Context: an optimization exercise on an open-source flow, tuned for small area, a short achievable clock period and few clock cycles per item. The choices shown serve that exercise and are no tape-out recipe. Function was checked by simulation only, so behaviour that the tests miss may differ from the original.

// exponential
module exponential(input clk, rst, start, input [15:0] _x, output done,
                   output [1:0] intpart, output [15:0] fracpart);
==> flow/config.mk <==
export PLATFORM = sky130hd
export DESIGN_NAME = exponential
export DESIGN_NICKNAME = exponential
export VERILOG_FILES = /design/flow/design.v
export SDC_FILE = /design/flow/constraint.sdc
export NUM_CORES = 4
export LEC_CHECK = 0
export CAP_MARGIN = 20
export CORE_MARGIN = 2
export CORE_UTILIZATION = 65
export PLACE_DENSITY = 0.85
export SETUP_SLACK_MARGIN = 3
export SLEW_MARGIN = 20
==> flow/constraint.sdc <==
create_clock -name core_clock -period 9.0 [get_ports {clk}]
set_input_delay 1.8000 -clock core_clock [delete_from_list [all_inputs] [get_ports {clk}]]
set_output_delay 1.8000 -clock core_clock [all_outputs]
set_load 0.01 [all_outputs]
run.sh (not shown) runs the stock make flow with config.mk's settings and CLKGATE_MAP_FILE= SYNTH_SCRIPT=/design/flow/synth_recipe.tcl, a recipe that flattens the netlist after the stock synthesis.
Testbench counts at the start, summed over its fixed seeds: cycles 12,006, items 1,200.
Edit:
--- a/flow/config.mk
+++ b/flow/config.mk
@@ -9,5 +9,4 @@
 export CORE_MARGIN = 2
-export CORE_UTILIZATION = 65
-export PLACE_DENSITY = 0.85
-export SETUP_SLACK_MARGIN = 3
+export CORE_UTILIZATION = 40
+export PLACE_DENSITY = 0.6
 export SLEW_MARGIN = 20
=> Synthesized area stays the same. Design area fell by 5.9%. Wire length fell by about 7%. Global-route usage fell by 14 points. Clock skew fell by 0.0049 ns. Fmax fell by about 6.5%. Setup slack got worse by 0.45 ns. Worst hold slack got worse by 0.0096 ns.
Edit:
--- a/flow/config.mk
+++ b/flow/config.mk
@@ -11,2 +11,3 @@
 export PLACE_DENSITY = 0.6
+export SETUP_SLACK_MARGIN = 3
 export SLEW_MARGIN = 20
Core utilization climbs by 3.3 points. Die area stays the same. Wire length goes up by a little under a tenth.


exponential, a different RTL version from the one above (not shown whole).
Size: about 1,200 cells after synthesis, about 84 flip-flops, about 38 I/O pins.
clock: 9.0 ns
lec_check: 0
abc_area: 1
cap_margin: 20
core_margin: 2
core_utilization: 40
cts_buf_list: sky130_fd_sc_hd__clkbuf_4 sky130_fd_sc_hd__clkbuf_8
gpl_routability_driven: 0
place_density: 0.6
setup_slack_margin: 3.5
slew_margin: 20
synth_hierarchical: 1
synth_minimum_keep_size: 0
Testbench counts at the start, summed over its fixed seeds: cycles 12,006, items 1,200.
Rerun with:
--- a/flow/config.mk
+++ b/flow/config.mk
@@ -13 +12,0 @@
-export GPL_ROUTABILITY_DRIVEN = 0
@@ -18,0 +18 @@
+export TNS_END_PERCENT = 20
=>
- The changed run completed without violations
- setup slack is worse by 0.13 ns
- final area fell by 0.73%
- hold slack is about the same


run 1:
Starting RTL as in the previous note.
Design exponential, start of the top module:
module exponential(input clk, rst, start, input [15:0] _x, output done,
                   output [1:0] intpart, output [15:0] fracpart);
Settings: LEC_CHECK=0, ABC_AREA=1, CAP_MARGIN=20, CORE_MARGIN=2, CORE_UTILIZATION=50, CTS_BUF_LIST=sky130_fd_sc_hd__clkbuf_4 sky130_fd_sc_hd__clkbuf_8, PLACE_DENSITY=0.65, SETUP_SLACK_MARGIN=3.5, SLEW_MARGIN=20, SYNTH_HIERARCHICAL=1, SYNTH_MINIMUM_KEEP_SIZE=0; clock period 9.0 ns.
Testbench counts of run 1, summed over its fixed seeds: cycles 12,006, items 1,200.
Changes in run 2 relative to run 1:
Settings: CORE_UTILIZATION: 50 -> 40; CTS_BUF_LIST: sky130_fd_sc_hd__clkbuf_4 sky130_fd_sc_hd__clkbuf_8 -> unset; PLACE_DENSITY: 0.65 -> 0.6; SETUP_SLACK_MARGIN: 3.5 -> 3.75.
### Flow results
A worst setup path startpoint of u6[4]$_DFFE_PP_ is what run 1 shows, while u6[6]$_DFFE_PP_ belongs to run 2.
Every stage of the flow completed for run 2, and the final layout passed the timing, DRC and antenna checks.
Portion of the layout cell area used by clock cells: run 2 and run 1 compared, lower one is run 1
Run 2 vs run 1 on buffer count excluding the clock tree in the final layout: run 2 is the higher one.
Changes observed in run 2 relative to run 1: fraction of met2 tracks used by global routing decreased by 7.5 points relative to the old numbers; critical path data arrival time decreased by 0.05 ns relative to the old numbers.
[inputs] run 3 vs run 2
Settings: SETUP_SLACK_MARGIN: 3.75 -> 3.5; CTS_BUF_LIST: unset -> sky130_fd_sc_hd__clkbuf_4 sky130_fd_sc_hd__clkbuf_8; CTS_CLUSTER_SIZE: unset -> 40; CTS_CLUSTER_DIAMETER: unset -> 120.
### Flow results
Fraction of area in multi-input gates, run 3 and run 2: lower on run 2
Relative to run 2, the area of all placed cells without fillers of run 3 is lower by 6.2%.
Across both runs, first-pass GRT wire length was lower for run 3 than for run 2.
The worst-case register-to-register setup slack reported for run 3 is smaller than that of run 2 by 0.21 ns.
Between run 3 and run 2, the number of buffer and inverter stages on the critical path does not differ in any meaningful way.


Starting RTL as in the previous note.
clock: 9.0 ns
lec_check: 0
abc_area: 1
cap_margin: 20
core_margin: 2
core_utilization: 40
cts_buf_list: sky130_fd_sc_hd__clkbuf_4 sky130_fd_sc_hd__clkbuf_8
place_density: 0.6
setup_slack_margin: 3.5
slew_margin: 20
synth_hierarchical: 1
synth_minimum_keep_size: 0
tns_end_percent: 0
Testbench counts at the start, summed over its fixed seeds: cycles 12,006, items 1,200.
Then changed:
--- a/flow/config.mk
+++ b/flow/config.mk
@@ -12 +11,0 @@
-export CTS_BUF_LIST = sky130_fd_sc_hd__clkbuf_4 sky130_fd_sc_hd__clkbuf_8
@@ -18 +16,0 @@
-export TNS_END_PERCENT = 0
Effect: Clock skew barely changes. Design area increases by 3.2%. Global-route usage barely changes. Final cell count rises by 0.60%.
Then changed:
--- a/flow/config.mk
+++ b/flow/config.mk
@@ -11,0 +12 @@
+export CTS_BUF_LIST = sky130_fd_sc_hd__clkbuf_4 sky130_fd_sc_hd__clkbuf_8
After rerunning: Fmax is about the same. Sequential share of layout area is higher by 0.20 points. Die area is unchanged. Design area is lower slightly. Via count barely changes. Setup slack is worse by 0.015 ns. Non-clock buffer count is higher by 1.

==> port drivers added, routing unchanged <==
No port has a modelled driver above. Below, the same layouts with a new extraction and two added sets of constraints. Step 1, drivers: a clkbuf_16 drives clk and a buf_2 each remaining input, both assumed. Step 2 times the ports against the registers' clock, not the clock port: input delays grow and output delays shrink by t, the midpoint of the rising clock arrivals with the driver on. Slacks: ideal / step 1 / step 2; pairs: ideal / step 1.
run	t, ns	setup WS [ns]	slew at the worst register clock pin (ns)	worst slew at a driven data input, ns
the first run of note 1	0.386	2.569 / 2.569 / 2.569	0.07 / 0.07	0.04
the second run of note 1	0.385	2.120 / 2.078 / 2.186	0.06 / 0.06	0.04
the third run of note 1	0.385	3.118 / 3.075 / 3.167	0.06 / 0.06	0.04
the first run of note 2	0.399	3.646 / 3.612 / 3.306	0.09 / 0.09	0.05
the second run of note 2	0.397	3.514 / 3.479 / 3.257	0.09 / 0.09	0.04
run 1	0.393	3.587 / 3.552 / 3.378	0.10 / 0.10	0.03
run 2	0.373	3.635 / 3.597 / 3.643	0.06 / 0.06	0.04
run 3	0.398	3.628 / 3.593 / 3.274	0.09 / 0.09	0.04
the first run of note 4	0.397	3.450 / 3.459 / 3.062	0.09 / 0.09	0.04
the second run of note 4	0.378	3.642 / 3.600 / 3.332	0.06 / 0.06	0.04
the third run of note 4	0.398	3.628 / 3.593 / 3.274	0.09 / 0.09	0.04
After both steps setup and hold are still met in every run listed. The setup slack of the first run of note 4, which loses most, moves by +0.009 ns with the drivers and by -0.388 ns with both steps.
